From an optimization exercise on the open Yosys and OpenROAD flow, aimed at small area, a short achievable clock period and few clock cycles per item; shortcuts taken in it are not production practice.
Where RTL was checked, it was by simulation tests only, not by an equivalence proof against the original.
Function not checked in runs 2 to 4: the RTL went through the layout flow alone.
Power and IR drop assume default switching activity.

==> flow/design.v <==
module fulladder (
    input  wire a,
    input  wire b,
    input  wire cin, 
    output wire sum,
    output wire cout
);
    wire axb;
    wire axbcin;
    wire ab;
    xor (axb, a, b);
    xor (sum, axb, cin);
    and (ab,   a, b);
    and (axbcin, axb, cin);
    or  (cout, ab, axbcin);
endmodule
module rippleadder (
    input  wire [31:0] A,
    input  wire [31:0] B,
    output wire [32:0] SUM
);
    wire [31:0] c;  
    genvar i;
    generate
        for (i = 0; i < 32; i = i + 1) begin : FA_BITS
            if (i == 0) begin
                fulladder FA (
                    .a    (A[i]),
                    .b    (B[i]),
                    .cin  (1'b0),
                    .sum  (SUM[i]),
                    .cout (c[i])
                );
            end else begin
                fulladder FA (
                    .a    (A[i]),
                    .b    (B[i]),
                    .cin  (c[i-1]),
                    .sum  (SUM[i]),
                    .cout (c[i])
                );
            end
        end
    endgenerate
    assign SUM[32] = c[31];
endmodule
module twoscomp (
    input [31:0] in,
    output [31:0] out
);
    assign out = ~in + 1;
endmodule
module AddSub(
    input soc_clk,
    input reset,
    input [31:0] ALU_dat1,
    input [31:0] ALU_dat2,
    input [4:0] Instruction_to_ALU,
    output [31:0] AddSub_out,
    output AddSub_overflow
);
wire [31:0] RA_dat1;
wire [31:0] RA_dat2;
wire [31:0] TC_dat2;
wire [32:0] AddSub_int;
assign RA_dat1 = ALU_dat1;
assign RA_dat2 =
    (Instruction_to_ALU == 7) ? TC_dat2 :    
    (Instruction_to_ALU == 6) ? ALU_dat2 :   
                                32'b0;
assign AddSub_out = AddSub_int[31:0];
assign AddSub_overflow =
    (Instruction_to_ALU == 6) ?   
        (~ALU_dat1[31] & ~ALU_dat2[31] &  AddSub_int[31]) |
        ( ALU_dat1[31] &  ALU_dat2[31] & ~AddSub_int[31])
    :
    (Instruction_to_ALU == 7) ?   
        ( ALU_dat1[31] & ~ALU_dat2[31] & ~AddSub_int[31]) |
        (~ALU_dat1[31] &  ALU_dat2[31] &  AddSub_int[31])
    :
    1'b0;
rippleadder RA(  
    .A(RA_dat1),
    .B(RA_dat2),
    .SUM(AddSub_int)
);
twoscomp TC(
    .in(ALU_dat2),
    .out(TC_dat2)
);
endmodule
module Comparator(
    input  [31:0] ALU_dat1,
    input  [31:0] ALU_dat2,
    input  [4:0]  Instruction_to_ALU,
    output reg        Comparator_con_met,
    output reg [31:0] Comparator_out
);
always @(*) begin
    Comparator_con_met = 1'b0;
    Comparator_out     = 32'b0;
    case (Instruction_to_ALU)
        5'd0: begin  
            Comparator_con_met = (ALU_dat1 == ALU_dat2);
        end
        5'd1: begin  
            Comparator_con_met = (ALU_dat1 != ALU_dat2);
        end
        5'd2: begin  
            Comparator_con_met = ($signed(ALU_dat1) < $signed(ALU_dat2));
        end
        5'd3: begin  
            Comparator_con_met = ($signed(ALU_dat1) >= $signed(ALU_dat2));
        end
        5'd4: begin  
            Comparator_con_met = (ALU_dat1 < ALU_dat2);
        end
        5'd5: begin  
            Comparator_con_met = (ALU_dat1 >= ALU_dat2);
        end
        5'd9: begin  
            Comparator_out = ($signed(ALU_dat1) < $signed(ALU_dat2)) ? 32'd1 : 32'd0;
        end
        5'd10: begin  
            Comparator_out = (ALU_dat1 < ALU_dat2) ? 32'd1 : 32'd0;
        end
        default: begin
        end
    endcase
end
endmodule
module LogOp(
    input soc_clk,
    input reset,
    input dat_ready,
    input [31:0] ALU_dat1,
    input [31:0] ALU_dat2,
    input [4:0] Instruction_to_ALU,
    output reg [31:0] LogOp_out
);
always @(*) begin
    LogOp_out = 32'b0;
    case (Instruction_to_ALU)
        5'd11: LogOp_out = ALU_dat1 ^ ALU_dat2;  
        5'd14: LogOp_out = ALU_dat1 | ALU_dat2;  
        5'd15: LogOp_out = ALU_dat1 & ALU_dat2;  
        default: LogOp_out = 32'b0;
    endcase
end
endmodule
module Shifter(
    input [31:0] ALU_dat1,
    input [31:0] ALU_dat2,
    input [4:0]  Instruction_to_ALU,
    output reg [31:0] Shifter_out
);
always @(*) begin
    Shifter_out = 32'b0;
    case (Instruction_to_ALU)
        5'd8:  Shifter_out = ALU_dat1 <<  ALU_dat2[4:0];                
        5'd12: Shifter_out = ALU_dat1 >>  ALU_dat2[4:0];                
        5'd13: Shifter_out = $signed(ALU_dat1) >>> ALU_dat2[4:0];       
        default: Shifter_out = 32'b0;
    endcase
end
endmodule
    module ALU_top(
        input soc_clk,
        input reset,
        input [31:0] ALU_dat1,
        input [31:0] ALU_dat2,
        input [5:0] Instruction_from_CU,  
        output reg ALU_overflow,
        output reg ALU_con_met,  
        output reg ALU_zero,
        output reg ALU_err,
        output reg ALU_ready,
        output reg [31:0] ALU_out,
        output ALU_accept
        );
        reg [1:0] ALU_result_counter;
        reg [4:0] Instruction_to_ALU;
        reg [31:0] reg_ALU_dat1;
        reg [31:0] reg_ALU_dat2;
        wire [31:0] AddSub_out;
        wire AddSub_overflow;   
        wire [31:0] Comparator_out;
        wire Comparator_con_met;  
        wire [31:0] LogOp_out;
        wire [31:0] Shifter_out;
        assign ALU_accept = (ALU_result_counter == 2'b00);
        always@(posedge soc_clk) begin
            if (reset) begin
                ALU_result_counter <= 0;
                ALU_ready <= 0;
                ALU_out <= 32'b0;
                ALU_overflow <= 1'b0;
                ALU_zero <= 1'b0;
                ALU_con_met <= 1'b0;
                Instruction_to_ALU <= 5'd16;
                reg_ALU_dat1 <= 32'b0;
                reg_ALU_dat2 <= 32'b0;
                ALU_err <= 1'b0;
            end
            else begin
                case(ALU_result_counter)
                    2'b00: begin
                        ALU_result_counter <= 01;
                        ALU_ready <= 1'b0;
                    end
                    2'b01: begin
                        ALU_ready <= 1'b0;
                            reg_ALU_dat1 <= ALU_dat1;
                            reg_ALU_dat2 <= ALU_dat2;
                            case(Instruction_from_CU)
                            4: Instruction_to_ALU <= 5'd0;  
                            5: Instruction_to_ALU <= 5'd1;  
                            6: Instruction_to_ALU <= 5'd2;  
                            7: Instruction_to_ALU <= 5'd3;  
                            8: Instruction_to_ALU <= 5'd4;  
                            9: Instruction_to_ALU <= 5'd5;  
                            27: Instruction_to_ALU <= 5'd6;  
                            18: Instruction_to_ALU <= 5'd6;  
                            28: Instruction_to_ALU <= 5'd7;  
                            29: Instruction_to_ALU <= 5'd8;  
                            24: Instruction_to_ALU <= 5'd8;  
                            30: Instruction_to_ALU <= 5'd9;  
                            19: Instruction_to_ALU <= 5'd9;  
                            31: Instruction_to_ALU <= 5'd10;  
                            20: Instruction_to_ALU <= 5'd10;  
                            32: Instruction_to_ALU <= 5'd11;  
                            21: Instruction_to_ALU <= 5'd11;  
                            33: Instruction_to_ALU <= 5'd12;  
                            25: Instruction_to_ALU <= 5'd12;  
                            34: Instruction_to_ALU <= 5'd13;  
                            26: Instruction_to_ALU <= 5'd13;  
                            35: Instruction_to_ALU <= 5'd14;  
                            22: Instruction_to_ALU <= 5'd14;  
                            36: Instruction_to_ALU <= 5'd15;  
                            23: Instruction_to_ALU <= 5'd15;  
                            default: Instruction_to_ALU <= 5'd16;  
                            endcase
                            ALU_result_counter <= 2'b10;
                    end
                    2'b10: begin 
                        ALU_result_counter <= 2'b11;
                        case(Instruction_to_ALU)
                            6, 7: begin
                                ALU_out <= AddSub_out;
                                ALU_overflow <= AddSub_overflow;
                                ALU_zero <= ~|AddSub_out;
                                ALU_con_met <= 0;
                            end
                            8, 12, 13: begin ALU_out <= Shifter_out;
                                ALU_overflow <= 0;
                                ALU_zero <= ~|Shifter_out;
                                ALU_con_met <= 0;
                            end
                            11, 14, 15: begin ALU_out <= LogOp_out;
                                ALU_overflow <= 0;
                                ALU_zero <= ~|LogOp_out;
                                ALU_con_met <= 0;
                            end
                            0, 1, 2, 3, 4, 5, 9, 10: begin
                                ALU_out <= Comparator_out;
                                ALU_con_met <= Comparator_con_met;
                                ALU_overflow <= 0;
                                ALU_zero <= (Comparator_out==0);
                            end
                            default: begin ALU_out <= 32'b0;
                            ALU_overflow <= 0;
                            ALU_zero <= 1;
                            ALU_con_met <= 0;
                            end
                        endcase
                        ALU_ready <= 1'b1;
                    end
                    2'b11: begin
                        ALU_ready <= 1'b0;
                        ALU_result_counter <= 2'b00;
                        end    
                endcase
            end 
        end
        AddSub AS(
            .ALU_dat1(reg_ALU_dat1),
            .ALU_dat2(reg_ALU_dat2),
            .Instruction_to_ALU(Instruction_to_ALU),
            .AddSub_out(AddSub_out),
            .AddSub_overflow(AddSub_overflow)
        );
        Comparator C(
            .ALU_dat1(reg_ALU_dat1),
            .ALU_dat2(reg_ALU_dat2),
            .Instruction_to_ALU(Instruction_to_ALU),
            .Comparator_out(Comparator_out),
            .Comparator_con_met(Comparator_con_met)
        );
        LogOp LO(
            .ALU_dat1(reg_ALU_dat1),
            .ALU_dat2(reg_ALU_dat2),
            .Instruction_to_ALU(Instruction_to_ALU),
            .LogOp_out(LogOp_out)
        );
        Shifter S(
            .ALU_dat1(reg_ALU_dat1),
            .ALU_dat2(reg_ALU_dat2),
            .Instruction_to_ALU(Instruction_to_ALU),
            .Shifter_out(Shifter_out)
        );
    endmodule
==> flow/run.sh <==
#!/bin/bash
# synth_recipe.tcl (not shown) runs the flow's synth.tcl, then flattens the netlist and writes it again
# the make line also repeats each setting of config.mk as NAME=value (left out here)
make -C /OpenROAD-flow-scripts/flow DESIGN_CONFIG=/design/flow/config.mk WORK_HOME=/design/flow/orfs CLKGATE_MAP_FILE= SYNTH_SCRIPT=/design/flow/synth_recipe.tcl finish
==> flow/config.mk <==
export PLATFORM = sky130hd
export DESIGN_NAME = ALU_top
export DESIGN_NICKNAME = ALU_top
export VERILOG_FILES = /design/flow/design.v
export SDC_FILE = /design/flow/constraint.sdc
export NUM_CORES = 4
export LEC_CHECK = 0
export CAP_MARGIN = 20
export CORE_MARGIN = 2
export CORE_UTILIZATION = 40
export SLEW_MARGIN = 20
==> flow/constraint.sdc <==
create_clock -name core_clock -period 14.0 [get_ports {soc_clk}]
set_input_delay 2.8000 -clock core_clock [delete_from_list [all_inputs] [get_ports {soc_clk}]]
set_output_delay 2.8000 -clock core_clock [all_outputs]
set_load 0.01 [all_outputs]
==> results of run 1 <==
==> cell families (layout without fill, tap and decap cells) <==
| logic type | count (synthesis) | after routing | synth area share |
|---|---|---|---|
| XOR/XNOR | 35 | 35 | 0.0237 |
| flip-flops | 107 | 107 | 0.166 |
| AO/OA/AOI/OAI | 343 | 343 | 0.188 |
| adder cells (fa/ha/maj) | 137 | 137 | 0.150 |
| other | 1 | 2 | 0.000290 |
| AND/OR/NAND/NOR | 469 | 469 | 0.167 |
| buffers and inverters | 237 | 267 | 0.0721 |
| multiplexers | 210 | 210 | 0.232 |
==> placed cells by master (no fill, tap or decap), types with 10 or more instances in the layout <==
cell             instances
mux2i_1                109
mux2_1                  20
o21ai_1                 14
o22ai_1                 12
nor2_1                 196
fa_1                    26
a22oi_1                 10
o211ai_1                23
nand4_1                 10
clkdlybuf4s50_1        107
mux4_2                  68
nor3_1                  44
nand2_1                 98
o31ai_1                 12
nor2b_1                 15
dfxtp_1                102
a211oi_1                33
mux2_2                  11
a21oi_1                 55
ha_1                   106
xnor2_1                 33
buf_4                   56
a31oi_1                 17
or4_1                   14
nor4_1                  21
o21ai_0                 53
nand3_1                 26
a221o_1                 26
inv_1                   83
==> what timing repair did <==
action	in CTS	in global routing
resized for setup	0	6
buffers inserted	0	0
hold buffers	0	0
endpoints found under the setup margin	0	3
==> worst paths after layout <==
check | startpoint | endpoint | cells after the start
worst max register to register | Instruction_to_ALU[4]$_SDFFE_PP1N_ | ALU_zero$_SDFFE_PP0P_ | 43
worst min register to register | ALU_out[0]$_SDFFE_PP0P_ | ALU_out[0]$_SDFFE_PP0P_ | 2
worst max-delay path | Instruction_to_ALU[4]$_SDFFE_PP1N_ | ALU_zero$_SDFFE_PP0P_ | 43
worst min-delay path | ALU_out[0]$_SDFFE_PP0P_ | ALU_out[0]$_SDFFE_PP0P_ | 2
==> worst register-to-register path, delay by kind of cell, from the launching register on <==
family	cells	cell delay, ns
AND/OR/NAND/NOR	6	0.61
flip-flops	1	0.40
adder cells (fa/ha/maj)	31	11.68
AO/OA/AOI/OAI	3	0.51
buffers and inverters	3	0.20
==> final cells by class <==
cell class              instances  area share
clock inverters                 7     0.00605
inverters                      87      0.0222
clock buffers                   9      0.0153
multi-input cells            1195       0.673
well taps                     402      0.0343
diodes                          1    0.000170
repair buffers                164       0.102
flip-flops and latches        107       0.147
==> state kept, by name, summed over array words and instances (netlist names) <==
name	flops
ALU_result_counter	2
ALU_con_met	1
reg_ALU_dat2	32
reg_ALU_dat1	32
ALU_overflow	1
ALU_ready	1
ALU_zero	1
ALU_out	32
Instruction_to_ALU	5
==> Yosys cell counts (all sizes together) (5+ instances only) <==
| cell | count | share of area |
|---|---|---|
| nor4 | 21 | 0.010 |
| inv | 87 | 0.025 |
| o22ai | 12 | 0.0058 |
| buf | 40 | 0.015 |
| or2 | 5 | 0.0024 |
| a2111oi | 8 | 0.0059 |
| o221ai | 8 | 0.0054 |
| mux2 | 33 | 0.029 |
| a221oi | 7 | 0.0047 |
| o21ai | 67 | 0.026 |
| o31ai | 12 | 0.0070 |
| mux2i | 109 | 0.085 |
| fa | 30 | 0.047 |
| o41ai | 7 | 0.0047 |
| nor2b | 15 | 0.0073 |
| or3 | 5 | 0.0024 |
| and2 | 6 | 0.0029 |
| nand3 | 26 | 0.010 |
| dfxtp | 107 | 0.17 |
| nand2 | 98 | 0.028 |
| a211oi | 34 | 0.020 |
| nand2b | 9 | 0.0044 |
| nor4b | 6 | 0.0041 |
| a22oi | 10 | 0.0058 |
| clkbuf | 110 | 0.032 |
| nand4 | 10 | 0.0048 |
| a221o | 26 | 0.020 |
| xnor2 | 33 | 0.022 |
| mux4 | 68 | 0.12 |
| a31oi | 17 | 0.0082 |
| a22o | 6 | 0.0041 |
| nor2 | 197 | 0.057 |
| nor3 | 46 | 0.018 |
| ha | 107 | 0.10 |
| or4 | 14 | 0.0081 |
| o211ai | 23 | 0.013 |
| a21oi | 55 | 0.021 |
==> stage by stage <==
stage	cell area (um2)	power, mW
6_report	14700	1.72
5_1_grt	14700	1.81
4_1_cts	14700	1.70
3_5_place_dp	14400	1.41
3_3_place_gp	14400	1.40
2_1_floorplan	12900	1.08
==> power breakdown <==
group,total (mW),internal (mW),switching (mW)
registers,0.419,0.347,0.0721
clock network,0.290,0.130,0.160
logic,1.01,0.398,0.616
==> layer usage <==
metal  global-route usage  part of all wire  vias up  routed length, um
li1                     -                 -     5716                  -
met5                    0                 0        -                  0
met3               0.0596             0.093      112               4960
met2                0.468              0.43      769              22700
met1                0.444              0.43     6318              23000
met4                0.137             0.046        0               2450
==> impl_metrics.ini, run 1 <==
[run_status]
status = complete, no violations

[route]
num_vias = 12915
drc = 0
routedWlPerCell_um = 26.9
wirelength_mm = 53.1
drt-pass1-iter-count = 6
ant_nets = 0
via_per_inst = 6.55
drt_iter0_markers = 2054

[logic_synthesis]
syn_inst = 1539
yosysUniqueCellTypes = 80
synth-seq-cells = 107
syn_area_um2 = 12900
synth_edf_count = 0
ys.flop_type = dfxtp_1
synth_warnings = 4
synth.avg_cell_area_um2 = 8.39
synth_nets = 1748
ys_async_sr_fraction = 0
yosysSeqAreaShare = 0.166

[setup_path]
critPathArrivalTime_ns = 13.81
crit_required_ns = 14.29
crit_family = adder cells
cp-end-kind = flop
cp_slowest_stage_delay_ns = 0.46
path_class = flop to flop
critical_path_peak_fanout = 9
worst_path_max_delay_cell = fa_1
critPathLaunchType = flop
reg2reg_slack_ns = 0.47
worst-path-buf-inv = 3
crit_top_cell = fa_1

[timing]
rsz0062_at_grt = no
setup_tns_ns = 0
maxSlewHeadroom = 0.138
min_period_over_period = 0.966
finClkSkew_ns = 0.0126
layout_min_cycle_time_ns = 13.53
max_freq_mhz = 73.9
setup_slack_ns = 0.471
finalSetupViolCount = 0
drv_slew = 0
hold_viol_final = 0
tightest_slew_ns = 1.28
whs_ns = 0.457

[die]
core.rowCount = 65
die_area_um2 = 33700
ioPinCount = 110
die_h_um = 184
dieWidth_um = 184
core_um2 = 31600
initial_utilization = 0.408

[final_layout]
fin_util = 0.464
layout.nets = 1773
seq_area_um2 = 2160
fill_cells = 3103
multi_input_area_um2 = 9880
area_growth_pct = 13.7
drive_gt1_frac = 0.115
stdcell_count = 1972

[hold_path]
hp-class = flop to flop

[clocking]
h-tree-depth = 3
clk_path_buf_depth = 2
cts_tree = built
cts.sinks = 107
cts.clk_slew.worst_paths_ns = 0.10
clk_latency_ns = 0.41
cts_root_buffer = clkbuf_16
cts_made_buffers = 9

[global_route]
grt_pass1_vias = 11787
grt_max_degree = 55
grt_usage = 0.315
globalRoute.totalOverflow = 0
grt_antenna_before_repair = 1
grt_first_pass_wirelength_mm = 79.0

[place]
gp_congestion = 1.03
dp_cells = 1955
dp_hpwl_mm = 39.8
portBuffers = 108
pre_cts_ws_ns = 0.195

[power_and_ir_drop]
power_density_nw_per_um2 = 117
vdd_drop_max_mv = 0.0926
power_leakage_nw = 5.49

[job]
maxCapViolations = 0
Testbench counts, summed over its fixed seeds: cycles 48,000, items 12,000.
==> inputs of run 2 (changes only) <==
==> flow/design.v (replaced) <==
module ALU_top(
    input soc_clk,
    input reset,
    input [31:0] ALU_dat1,
    input [31:0] ALU_dat2,
    input [5:0] Instruction_from_CU,
    output ALU_overflow,
    output ALU_con_met,
    output ALU_zero,
    output ALU_err,
    output ALU_ready,
    output [31:0] ALU_out,
    output ALU_accept
);
    reg busy;
    always @(posedge soc_clk) begin
        if (reset) busy <= 1'b0;
        else       busy <= ~busy;
    end
    assign ALU_accept = ~busy;
    assign ALU_ready  = busy;
    assign ALU_err    = 1'b0;
    wire [31:0] a = ALU_dat1;
    wire [31:0] b = ALU_dat2;
    wire [5:0]  c = Instruction_from_CU;
    wire is_beq  = (c == 6'd4);
    wire is_bne  = (c == 6'd5);
    wire is_blt  = (c == 6'd6);
    wire is_bge  = (c == 6'd7);
    wire is_bltu = (c == 6'd8);
    wire is_bgeu = (c == 6'd9);
    wire is_add  = (c == 6'd18) | (c == 6'd27);
    wire is_sub  = (c == 6'd28);
    wire is_sll  = (c == 6'd24) | (c == 6'd29);
    wire is_srl  = (c == 6'd25) | (c == 6'd33);
    wire is_sra  = (c == 6'd26) | (c == 6'd34);
    wire is_slt  = (c == 6'd19) | (c == 6'd30);
    wire is_sltu = (c == 6'd20) | (c == 6'd31);
    wire is_xor  = (c == 6'd21) | (c == 6'd32);
    wire is_or   = (c == 6'd22) | (c == 6'd35);
    wire is_and  = (c == 6'd23) | (c == 6'd36);
    wire        do_sub = ~is_add;
    wire [31:0] bx  = b ^ {32{do_sub}};
    wire [32:0] sum = {1'b0, a} + {1'b0, bx} + {32'd0, do_sub};
    wire ltu = ~sum[32];
    wire lts = (a[31] ^ b[31]) ? a[31] : sum[31];
    wire eq  = (a == b);
    wire ovf = (a[31] == bx[31]) & (sum[31] != a[31]);
    wire [31:0] sh_l = a << b[4:0];
    wire [31:0] sh_r = a >> b[4:0];
    wire [31:0] sh_a = $signed(a) >>> b[4:0];
    wire [31:0] res =
        ({32{is_add | is_sub}} & sum[31:0]) |
        ({32{is_sll}} & sh_l) |
        ({32{is_srl}} & sh_r) |
        ({32{is_sra}} & sh_a) |
        ({32{is_xor}} & (a ^ b)) |
        ({32{is_or}}  & (a | b)) |
        ({32{is_and}} & (a & b)) |
        {31'd0, (is_slt & lts) | (is_sltu & ltu)};
    wire cm = (is_beq & eq) | (is_bne & ~eq) | (is_blt & lts) | (is_bge & ~lts) |
              (is_bltu & ltu) | (is_bgeu & ~ltu);
    reg [31:0] out_r;
    reg        ovf_r, cm_r;
    always @(posedge soc_clk) begin
        out_r <= res;
        ovf_r <= (is_add | is_sub) & ovf;
        cm_r  <= cm;
    end
    assign ALU_out      = out_r;
    assign ALU_overflow = ovf_r;
    assign ALU_con_met  = cm_r;
    assign ALU_zero     = ~|out_r;
endmodule
==> run 2 against run 1 <==
Net effect:
- critical path type is now input pin to flop
- sequential power fell by 73%
- critical endpoint is now out_r[20]$_DFF_P_
- power fell by 65%
- worst setup slack improved by 6.6 ns
- critical path depth fell by 29
- combinational power fell by 64%
- flip-flop and latch count fell by 72
- utilization rose by 0.095 points
- largest power group unchanged
- final area fell by 31%
- non-clock buffer count fell by 40
- hold slack got worse by 0.024 ns
==> impl_metrics.ini, run 2 <==
[final_layout]
drive_gt1_frac = 0.0919
mostFrequentLayoutCells = clkdlybuf4s50_1, nor2_1, ha_1, inv_1, nand2_1
largest_reg_flops = 32
final_common_cell = clkdlybuf4s50_1
area_growth_pct = 15.0
stdcell_count = 1434
diodes = 0
layout.nets = 1330
registers.top_by_ff_count = out_r
fin_util = 0.465
fill_cells = 2203

[job]
maxCapViolations = 0

[die]
initial_utilization = 0.404
core.rowCount = 54
core_um2 = 21700
die_h_um = 152
ioPinCount = 110
dieWidth_um = 152
die_area_um2 = 23100

[route]
via_per_inst = 6.50
drt-pass1-iter-count = 8
drt_iter0_markers = 990
routedWlPerCell_um = 25.9
num_vias = 9328
drc = 0
wirelength_mm = 37.2
ant_nets = 0

[timing]
hold_viol_final = 0
min_period_over_period = 0.497
finClkSkew_ns = 0
setup_tns_ns = 0
max_freq_mhz = 144
finalSetupViolCount = 0
tightest_slew_ns = 1.01
drv_slew = 0
rsz0062_at_grt = no
maxSlewHeadroom = 0.317
layout_min_cycle_time_ns = 6.96

[setup_path]
timing.rr.start = busy$_SDFF_PP0_
crit_top_cell = a21o_1
critical_path_peak_fanout = 31
cp_slowest_stage_delay_ns = 0.60
path_class = input pin to flop
r2r_cells = 1
critPathArrivalTime_ns = 7.14
r2r_end = busy$_SDFF_PP0_
reg2reg_slack_ns = 13.51
critPathLaunchType = input pin
worstPathCellList = clkdlybuf4s50_1, nor2b_1, nand3_2, buf_4, xnor2_1, ha_1, a21o_1, a21o_1, a211oi_1, o31ai_1, a21boi_1, o221ai_1, mux2i_1, a221o_1
cp-end-kind = flop
worst_path_max_delay_cell = clkdlybuf4s50_1
crit_required_ns = 14.18

[clocking]
postCtsHoldBufs = 0
clk_path_buf_depth = 2
h-tree-depth = 2
postCtsSetupBuffers = 0
cts_root_buffer = clkbuf_16
cts_made_buffers = 5
cts_tree = built
cts.sinks = 35
clk_latency_ns = 0.29
cts_resized = 0
cts.clk_slew.worst_paths_ns = 0.06

[place]
gp_congestion = 0.980
dp_cells = 1426
portBuffers = 108
dp_hpwl_mm = 28.9

[logic_synthesis]
synth_edf_count = 0
synthXorXnorAreaFrac = 0.0559
syn_area_um2 = 8770
yosysUniqueCellTypes = 91
synth.avg_cell_area_um2 = 7.99
synth-seq-cells = 35
yosys-top-cells-count = nor2_1, ha_1, inv_1
yosys.area.top_type = ha_1
yosys-top-cells-area = ha_1, mux4_2, dfxtp_1
synth-simple-area-share = 0.167
synth_top_area_share = 0.148
synth_compound_area_frac = 0.265
synth_warnings = 1
yosysSeqAreaShare = 0.0799
synth-adder-area-share = 0.151
ys.flop_type = dfxtp_1
syn_inst = 1097
yosys.cell_count.top_type = nor2_1
synth_nets = 1274
synth_top_family_by_area = compound AO/OA/AOI/OAI gates
synthMuxAreaShare = 0.205
ys_async_sr_fraction = 0

[power_and_ir_drop]
power_leakage_nw = 4.25
vdd_drop_max_mv = 0.0391
power_density_nw_per_um2 = 59.1

[global_route]
grt_pass1_vias = 8586
grt_antenna_before_repair = 0
globalRoute.totalOverflow = 0
grt_max_degree = 66
grt_usage = 0.310
grt_first_pass_wirelength_mm = 55.2

[hold_path]
whs_endpoint = busy$_SDFF_PP0_
hp-class = flop to flop
hp-start = busy$_SDFF_PP0_
holdPathStages = 1

[run_status]
status = complete, no violations
run 2: cell types whose count changed in the layout (fill, tap and decap cells not counted), moves of 20 or more:
| cell | delta |
|---|---|
| nor2_1 | -92 |
| dfxtp_1 | -67 |
| mux2i_1 | -51 |
| buf_4 | -39 |
| nand2_1 | -27 |
| fa_1 | -25 |
| a221o_1 | -22 |
| mux4_2 | -22 |
| nor3_1 | -22 |
| a211oi_1 | -20 |
| mux2_1 | -20 |
run 2: cell type report:
| class | count | area, um2 | area share |
|---|---|---|---|
| clock buffers | 6 | 129 | 0.0128 |
| multi-input cells | 908 | 7410 | 0.734 |
| clock inverters | 2 | 12.5 | 0.00124 |
| inverters | 79 | 297 | 0.0294 |
| flip-flops and latches | 35 | 701 | 0.0695 |
| well taps | 280 | 350 | 0.0347 |
| repair buffers | 124 | 1190 | 0.118 |
run 2: where the power goes:
part | switching (mW) | total, mW | internal, mW
logic | 0.215 | 0.368 | 0.152
registers | 0.00631 | 0.114 | 0.108
clock network | 0.0481 | 0.114 | 0.0658
total | 0.270 | 0.596 | 0.326
run 2: worst max path at each step:
stage | startpoint | end | slack, ns | cells past startpoint
6_report | Instruction_from_CU[4] | out_r[20]$_DFF_P_ | 7.04 | 14
5_1_grt | Instruction_from_CU[4] | out_r[20]$_DFF_P_ | 6.76 | 14
4_1_cts | Instruction_from_CU[4] | out_r[20]$_DFF_P_ | 7.07 | 14
3_5_place_dp | Instruction_from_CU[4] | out_r[20]$_DFF_P_ | 6.79 | 14
3_3_place_gp | Instruction_from_CU[4] | out_r[20]$_DFF_P_ | 6.84 | 14
2_1_floorplan | Instruction_from_CU[3] | out_r[20]$_DFF_P_ | 8.06 | 13
run 2: logic make-up (layout without fill, tap and decap cells):
| group | Yosys count | after routing |
|---|---|---|
| AO/OA/AOI/OAI | 331 | 331 |
| XOR/XNOR | 56 | 56 |
| adder cells (fa/ha/maj) | 105 | 105 |
| buffers and inverters | 154 | 211 |
| flip-flops | 35 | 35 |
| multiplexers | 117 | 117 |
| other | 1 | 1 |
| AND/OR/NAND/NOR | 298 | 298 |
run 2: metrics by stage:
stage	total power [mW]	hold slack (ns)	worst slack, ns	area (um2)
after floorplan	0.343	0.454	8.06	8770
after global routing	0.625	0.462	6.76	10100
final	0.596	0.433	7.04	10100
after global placement	0.475	0.426	6.84	9940
after CTS	0.588	0.442	7.07	10100
after detailed placement	0.475	0.434	6.79	9940
run 2: critical path: cells and delay by family:
family	cells	cell delay (ns)
AOI/OAI and AO/OA	7	1.88
buffers and inverters	2	0.93
and+or+nand+nor	2	0.69
adders and majority gates	1	0.32
xor gates and xnor gates	1	0.31
muxes	1	0.14
run 2: routing by layer:
metal,vias to the layer above,track usage,routed length (um)
li1,4258,-,-
met1,4493,0.433,16000
met2,502,0.505,17000
met3,75,0.0337,2790
met4,0,0.0939,1300
met5,-,0,0
==> inputs of run 3 (changes only) <==
--- a/flow/design.v
+++ b/flow/design.v
@@ -43,3 +43,4 @@
     wire [31:0] bx  = b ^ {32{do_sub}};
-    wire [32:0] sum = {1'b0, a} + {1'b0, bx} + {32'd0, do_sub};
+    wire [33:0] sum1 = {1'b0, a, 1'b1} + {1'b0, bx, do_sub};
+    wire [32:0] sum = sum1[33:1];
     wire ltu = ~sum[32];
@@ -48,10 +49,21 @@
     wire ovf = (a[31] == bx[31]) & (sum[31] != a[31]);
-    wire [31:0] sh_l = a << b[4:0];
-    wire [31:0] sh_r = a >> b[4:0];
-    wire [31:0] sh_a = $signed(a) >>> b[4:0];
+    wire [31:0] a_rev, sh_rev;
+    genvar gi;
+    generate
+        for (gi = 0; gi < 32; gi = gi + 1) begin : REV
+            assign a_rev[gi]  = a[31-gi];
+            assign sh_rev[gi] = sh_r[31-gi];
+        end
+    endgenerate
+    wire [31:0] sh_in = is_sll ? a_rev : a;
+    wire        fill  = is_sra & a[31];
+    wire [31:0] r0 = b[0] ? {fill, sh_in[31:1]} : sh_in;
+    wire [31:0] r1 = b[1] ? {{2{fill}}, r0[31:2]} : r0;
+    wire [31:0] r2 = b[2] ? {{4{fill}}, r1[31:4]} : r1;
+    wire [31:0] r3 = b[3] ? {{8{fill}}, r2[31:8]} : r2;
+    wire [31:0] sh_r = b[4] ? {{16{fill}}, r3[31:16]} : r3;
     wire [31:0] res =
         ({32{is_add | is_sub}} & sum[31:0]) |
-        ({32{is_sll}} & sh_l) |
-        ({32{is_srl}} & sh_r) |
-        ({32{is_sra}} & sh_a) |
+        ({32{is_sll}} & sh_rev) |
+        ({32{is_srl | is_sra}} & sh_r) |
         ({32{is_xor}} & (a ^ b)) |
==> flow/flow/run.sh (new file) <==
#!/bin/bash
# Standard ORFS layout, with plain buffers on the ports and a setup margin for the repair steps.
set -euo pipefail
bash standard.sh "BUFFER_PORTS_ARGS=-buffer_cell sky130_fd_sc_hd__buf_2" SETUP_SLACK_MARGIN=8.5 finish > standard.log 2>&1
==> flow/standard.sh (new file) <==
#!/bin/bash
# synth_recipe.tcl (not shown) runs the flow's synth.tcl, then flattens the netlist and writes it again
# the make line also repeats each setting of config.mk as NAME=value (left out here)
make -C /OpenROAD-flow-scripts/flow DESIGN_CONFIG=/design/flow/config.mk WORK_HOME=/design/flow/orfs CLKGATE_MAP_FILE= SYNTH_SCRIPT=/design/flow/synth_recipe.tcl "${@:-finish}"
removed: flow/run.sh
==> run 3 against run 2 <==
Net effect:
- synthesized cell count shrank 14%
- first-iteration DRC count increased by 18%
- flip-flop and latch count stayed put
- global-route usage increased by 2.5 points
- combinational power grew 14%
- sequential power about the same
- via count down 4.2%
- critical path type unchanged
- cell count is 6.5% lower
- power up 11%
- critical path depth up 1
- still clean
- worst setup slack better by 1.2 ns
- hold slack got worse by 0.0042 ns
==> impl_metrics.ini, run 3 <==
[die]
initial_utilization = 0.406
die_area_um2 = 20800
core_um2 = 19300
dieWidth_um = 144
ioPinCount = 110
core.rowCount = 51
die_h_um = 144

[timing]
rsz0062_at_grt = yes
hold_viol_final = 0
finalSetupViolCount = 0
max_freq_mhz = 175
setup_tns_ns = 0
maxSlewHeadroom = 0.317
finClkSkew_ns = 0
drv_slew = 0
setup_slack_ns = 8.28
min_period_over_period = 0.408
layout_min_cycle_time_ns = 5.72
tightest_slew_ns = 1.03

[route]
wirelength_mm = 35.4
num_vias = 8938
drc = 0
drt_iter0_markers = 1168
routedWlPerCell_um = 26.4
via_per_inst = 6.67
drt-pass1-iter-count = 7
ant_nets = 0

[clocking]
clk_latency_ns = 0.28
cts_made_buffers = 5
clk_path_buf_depth = 2
postCtsHoldBufs = 0
cts_root_buffer = clkbuf_16
cts.sinks = 35
cts_tree = built
h-tree-depth = 2
cts.clk_slew.worst_paths_ns = 0.06

[logic_synthesis]
syn_inst = 940
synth_edf_count = 0
ys.flop_type = dfxtp_1
synth_nets = 1117
syn_area_um2 = 7850
yosysUniqueCellTypes = 72
yosysSeqAreaShare = 0.0892
yosys.cell_count.top_type = ha_1
yosys.area.top_type = ha_1
synth-seq-cells = 35
ys_async_sr_fraction = 0
synth_warnings = 1
yosys-top-cells-count = ha_1, inv_1, a21oi_1, nor2_1
yosys-top-cells-area = ha_1, mux4_2, dfxtp_1
synth.avg_cell_area_um2 = 8.35
synth_top_area_share = 0.167

[final_layout]
final_common_cell = buf_2
fill_cells = 1784
final_cell_area_um2 = 10300
area_growth_pct = 30.8
layout.nets = 1251
drive_gt1_frac = 0.378
stdcell_count = 1341
registers.top_by_ff_count = out_r
mostFrequentLayoutCells = buf_2, ha_1, buf_4, inv_1, nor2_1
largest_reg_flops = 32
seq_area_um2 = 701
multi_input_area_um2 = 7490

[global_route]
globalRoute.totalOverflow = 0
grt_first_pass_wirelength_mm = 51.7
grt_usage = 0.336
grt_max_degree = 33
grt_antenna_before_repair = 2
grt_pass1_vias = 8085

[place]
dp_cells = 1246
place_area_um2 = 8560
dp_hpwl_mm = 25.3
portBuffers = 108
gp_congestion = 0.990
pre_cts_ws_ns = 6.83

[run_status]
status = complete, no violations

[setup_path]
path_class = input pin to flop
worst_path_max_delay_cell = or4_4
critPathLaunchType = input pin
cp-end-kind = flop
critical_path_peak_fanout = 8
crit_required_ns = 14.17
critPathArrivalTime_ns = 5.89
worstPathCellList = buf_12, nor4bb_4, buf_6, nand2_8, xnor2_2, ha_2, nand4_1, buf_4, or4_4, nor3_2, a211o_1, o2111ai_4, o32ai_4, nand2b_1, a31oi_1
cp_slowest_stage_delay_ns = 0.48

[power_and_ir_drop]
vdd_drop_max_mv = 0.0482
power_density_nw_per_um2 = 64.4
finalPower_mw = 0.662
power_leakage_nw = 4.54

[job]
maxCapViolations = 0

[hold_path]
hp-class = flop to flop
## run 3: changes by cell type in the layout (fill, tap and decap cells not counted), moves of 18 or more
| cell | before | now |
|---|---|---|
| buf_4 | 17 | 81 |
| a21oi_1 | 66 | 39 |
| nor2_1 | 104 | 57 |
| nand2_1 | 71 | 44 |
| buf_2 | 2 | 100 |
| a21oi_2 | 0 | 18 |
| mux2i_1 | 58 | 22 |
| ha_1 | 104 | 83 |
| o21ai_0 | 59 | 30 |
| clkdlybuf4s50_1 | 105 | 0 |
## run 3: power breakdown
part / switching (mW) / internal, mW / total (mW)
Clock: 0.0455 / 0.0840 / 0.129
Combinational: 0.239 / 0.180 / 0.419
Sequential: 0.00498 / 0.108 / 0.113
Total: 0.290 / 0.372 / 0.662
## run 3: cell families (layout without fill, tap and decap cells)
family / Yosys count / count (layout) / share of synthesized area
compound gates: 290 / 290 / 0.254
xor+xnor: 63 / 63 / 0.0712
fa+ha+maj: 105 / 105 / 0.167
buf+inv: 143 / 272 / 0.0741
flops: 35 / 35 / 0.0892
mux: 85 / 85 / 0.197
other cells: 1 / 2 / 0.000478
simple gates: 218 / 224 / 0.146
## run 3: repair_timing
| action | 4_1_cts | 5_1_grt |
|---|---|---|
| endpoints found under the setup margin | 34 | 33 |
| pin swaps | 68 | 25 |
| gates cloned | 7 | 0 |
| gates resized for setup | 125 | 54 |
| setup buffers | 68 | 11 |
## run 3: cell type report
cell class | count | area share
Timing Repair Buffer | 193 | 0.126
Sequential cell | 35 | 0.0682
Multi-Input combinational cell | 768 | 0.729
Timing Repair inverter | 1 | 0.000487
Inverter | 70 | 0.0274
Clock buffer | 5 | 0.0122
Antenna cell | 1 | 0.000244
Tap cell | 265 | 0.0323
Clock inverter | 3 | 0.00426
## run 3: through the flow
step	hold slack [ns]	util
floorplan	0.454	-
global placement	0.412	0.443
detailed placement	0.424	0.443
CTS	0.433	0.514
global route	0.475	0.531
finish	0.429	0.531
## run 3: worst paths after layout
kind / start / to / slack [ns] / cells after the start
max reg2reg: busy$_SDFF_PP0_ / busy$_SDFF_PP0_ / 13.51 / 1
min reg2reg: busy$_SDFF_PP0_ / busy$_SDFF_PP0_ / 0.43 / 1
min: busy$_SDFF_PP0_ / busy$_SDFF_PP0_ / 0.43 / 1
max: Instruction_from_CU[5] / cm_r$_DFF_P_ / 8.28 / 15
## run 3: worst max-delay path, delay by kind of cell
family | cells | cell delay, ns
XOR/XNOR | 1 | 0.17
AND/OR/NAND/NOR | 6 | 1.29
buffers and inverters | 3 | 0.49
adder cells (fa/ha/maj) | 1 | 0.33
AO/OA/AOI/OAI | 4 | 0.77
## run 3: metal layers
metal | track usage | vias up | wire (um)
li1 | - | 3894 | -
met2 | 0.527 | 666 | 15500
met4 | 0.142 | 2 | 1900
met3 | 0.0709 | 144 | 4150
met5 | 0 | - | 11
met1 | 0.448 | 4232 | 13900
==> inputs of run 4 (changes only) <==
==> flow/flow/run.sh (replaced) <==
#!/bin/bash
# Standard ORFS layout, with plain buffers on the ports instead of the default choice.
set -euo pipefail
bash standard.sh "BUFFER_PORTS_ARGS=-buffer_cell sky130_fd_sc_hd__buf_2" finish > standard.log 2>&1
==> run 4 against run 3 <==
Net effect:
- critical path depth decreased by 2
- synthesized cell count unchanged
- worst setup slack got worse by 1.8 ns
- via count is 8.4% lower
- hold slack got worse by 0.0020 ns
- still clean on timing, DRC and antenna
- critical endpoint is now out_r[31]$_DFF_P_
==> impl_metrics.ini, run 4 <==
[run_status]
status = complete, no violations

[logic_synthesis]
syn_inst = 940
ys.flop_type = dfxtp_1
yosysUniqueCellTypes = 72
yosys.cell_count.top_type = ha_1
synth-seq-cells = 35
synth_warnings = 1
yosysSeqAreaShare = 0.0892
yosys-top-cells-area = ha_1, mux4_2, dfxtp_1
ys_async_sr_fraction = 0
synth.avg_cell_area_um2 = 8.35
synth_top_area_share = 0.167
yosys-top-cells-count = ha_1, inv_1, a21oi_1, nor2_1
yosys.area.top_type = ha_1
synth_edf_count = 0
synth_nets = 1117
syn_area_um2 = 7850

[route]
ant_nets = 0
num_vias = 8187
via_per_inst = 6.51
drt_iter0_markers = 1063
wl_met2_mm = 13.9
top_layer = met5
wirelength_mm = 32.1
wl_met1_mm = 13.6
drc = 0
drt-pass1-iter-count = 5
routedWlPerCell_um = 25.5
wl_met3_mm = 3.31

[hold_path]
holdPathStages = 1
hp-start = busy$_SDFF_PP0_
hp-class = flop to flop
whs_endpoint = busy$_SDFF_PP0_

[timing]
layout_min_cycle_time_ns = 7.49
whs_ns = 0.427
maxSlewHeadroom = 0.290
rsz0062_at_grt = no
finClkSkew_ns = 0
tightest_slew_ns = 1.06
max_freq_mhz = 134
finalSetupViolCount = 0
drv_slew = 0
setup_tns_ns = 0
min_period_over_period = 0.535
hold_viol_final = 0

[setup_path]
timing.rr.start = busy$_SDFF_PP0_
critical_path_peak_fanout = 32
r2r_cells = 1
critPathArrivalTime_ns = 7.68
r2r_end = busy$_SDFF_PP0_
cp-end-kind = flop
path_class = input pin to flop
crit_required_ns = 14.20
reg2reg_slack_ns = 13.51
critPathLaunchType = input pin

[final_layout]
multi_input_area_um2 = 6590
final_common_cell = buf_2
layout.nets = 1168
fill_cells = 1944
area_growth_pct = 10.2
fin_util = 0.448
largest_reg_flops = 32
seq_area_um2 = 701
registers.top_by_ff_count = out_r
drive_gt1_frac = 0.204
mostFrequentLayoutCells = buf_2, ha_1, inv_1, a21oi_1, nor2_1
diodes = 0

[power_and_ir_drop]
p_switching_mw = 0.251
seqPwrFrac = 0.197
swShare = 0.439
clock_power_share = 0.230
power_leakage_nw = 3.90
vdd_drop_max_mv = 0.0435
power_density_nw_per_um2 = 66.1
comb_power_share = 0.572
intPower_mw = 0.321

[place]
dp_hpwl_mm = 25.7
portBuffers = 108
gp_congestion = 1.02

[die]
die_h_um = 144
core.rowCount = 51
initial_utilization = 0.406
dieWidth_um = 144
ioPinCount = 110
die_area_um2 = 20800
core_um2 = 19300

[global_route]
grt_pass1_vias = 7558
grt_first_pass_wirelength_mm = 48.2
grt_usage = 0.313
globalRoute.totalOverflow = 0
grt_antenna_before_repair = 1
grt_max_degree = 39

[clocking]
clk_latency_ns = 0.28
h-tree-depth = 2
cts.sinks = 35
cts_tree = built
postCtsHoldBufs = 0
postCtsSetupBuffers = 0
cts.clk_slew.worst_paths_ns = 0.06
cts_root_buffer = clkbuf_16
cts_made_buffers = 5
clk_path_buf_depth = 2
cts_resized = 0

[job]
maxCapViolations = 0
[run 4: cells by family after synthesis]
group / count (synthesis) / synth area share
adders and majority gates: 105 / 0.167
other: 1 / 0.000478
DFF: 35 / 0.0892
muxes: 85 / 0.197
AOI/OAI and AO/OA: 290 / 0.254
and+or+nand+nor: 218 / 0.146
buffers and inverters: 143 / 0.0741
xor gates and xnor gates: 63 / 0.0712
[run 4: critical path: stages]
cell	delay (ns)
buf_2	0.25
nor4bb_1	0.68
nand2_2	0.79
xnor2_1	0.41
ha_1	0.36
a211o_1	0.33
a211oi_1	0.62
o21ai_0	0.17
o21ai_0	0.39
o21a_1	0.30
o21ai_0	0.20
xnor2_1	0.17
o21ai_0	0.21
[run 4: worst max-delay path by stage]
stage	end	depth (start not counted)	slack (ns)	from
after floorplan	out_r[18]$_DFF_P_	14	7.75	ALU_dat2[1]
after global placement	out_r[31]$_DFF_P_	13	6.38	Instruction_from_CU[1]
after global routing	out_r[31]$_DFF_P_	13	6.13	Instruction_from_CU[1]
after detailed placement	out_r[31]$_DFF_P_	13	6.26	Instruction_from_CU[1]
final	out_r[31]$_DFF_P_	13	6.51	Instruction_from_CU[1]
after CTS	out_r[31]$_DFF_P_	13	6.58	Instruction_from_CU[1]
[run 4: through the flow]
step,worst slack (ns),power (mW),area (um2),instances
2_1_floorplan,7.75,0.327,7850,940
3_3_place_gp,6.38,0.435,8490,1249
3_5_place_dp,6.26,0.432,8490,1249
4_1_cts,6.58,0.563,8660,1257
5_1_grt,6.13,0.601,8660,1257
6_report,6.51,0.572,8660,1257
[run 4: layout make-up]
cell class	count	area share
clock buffers	5	0.0145
inverters	70	0.0304
well taps	265	0.0383
repair buffers	117	0.0702
flip-flops and latches	35	0.0809
clock inverters	3	0.00506
multi-input cells	762	0.761
[run 4: layer usage]
metal,GRT usage,vias up
met5,0,-
met4,0.110,2
met3,0.0490,81
met2,0.486,496
met1,0.440,3902
li1,-,3706
[run 4: power groups by stage]
stage	clock, mW	sequential [mW]	combinational (mW)
after floorplan	0	0.118	0.209
after global placement	0	0.115	0.320
after detailed placement	0	0.115	0.317
after CTS	0.132	0.113	0.319
after global routing	0.136	0.114	0.351
final	0.132	0.113	0.327

==> what the ideal ports hide <==
The flow's constraints put no driver on any port. The routed layouts listed below were extracted and timed again, unchanged, in two steps. Step 1 sets driving cells, clkbuf_16 on the clock port and buf_2 on the other inputs (assumed; they add their load-dependent delay and slew). Step 2 adds t to the input delays and takes it off the output delays; t is the mean of the earliest and latest rising clock arrival at the registers after step 1. Input paths then give back, and output paths get back, about the clock's delay inside the block. Three values: ideal, step 1, step 2; two values: the first two.
run	t, ns	slack for setup (ns)	clock arrival spread, ns	worst register clock-pin slew, ns	worst data-port slew with drivers (ns)
run 1	0.458	0.471 / 0.471 / 0.471	0.013 / 0.013	0.10 / 0.10	0.04
run 2	0.333	7.037 / 7.055 / 6.722	0.013 / 0.012	0.07 / 0.07	0.05
run 3	0.323	8.284 / 8.278 / 7.955	0.011 / 0.012	0.06 / 0.06	0.06
run 4	0.326	6.513 / 6.531 / 6.205	0.010 / 0.010	0.06 / 0.06	0.04
After both steps setup and hold are still met in every run listed. The setup slack of run 3, which loses most, moves by -0.006 ns with the drivers and by -0.329 ns with both steps.
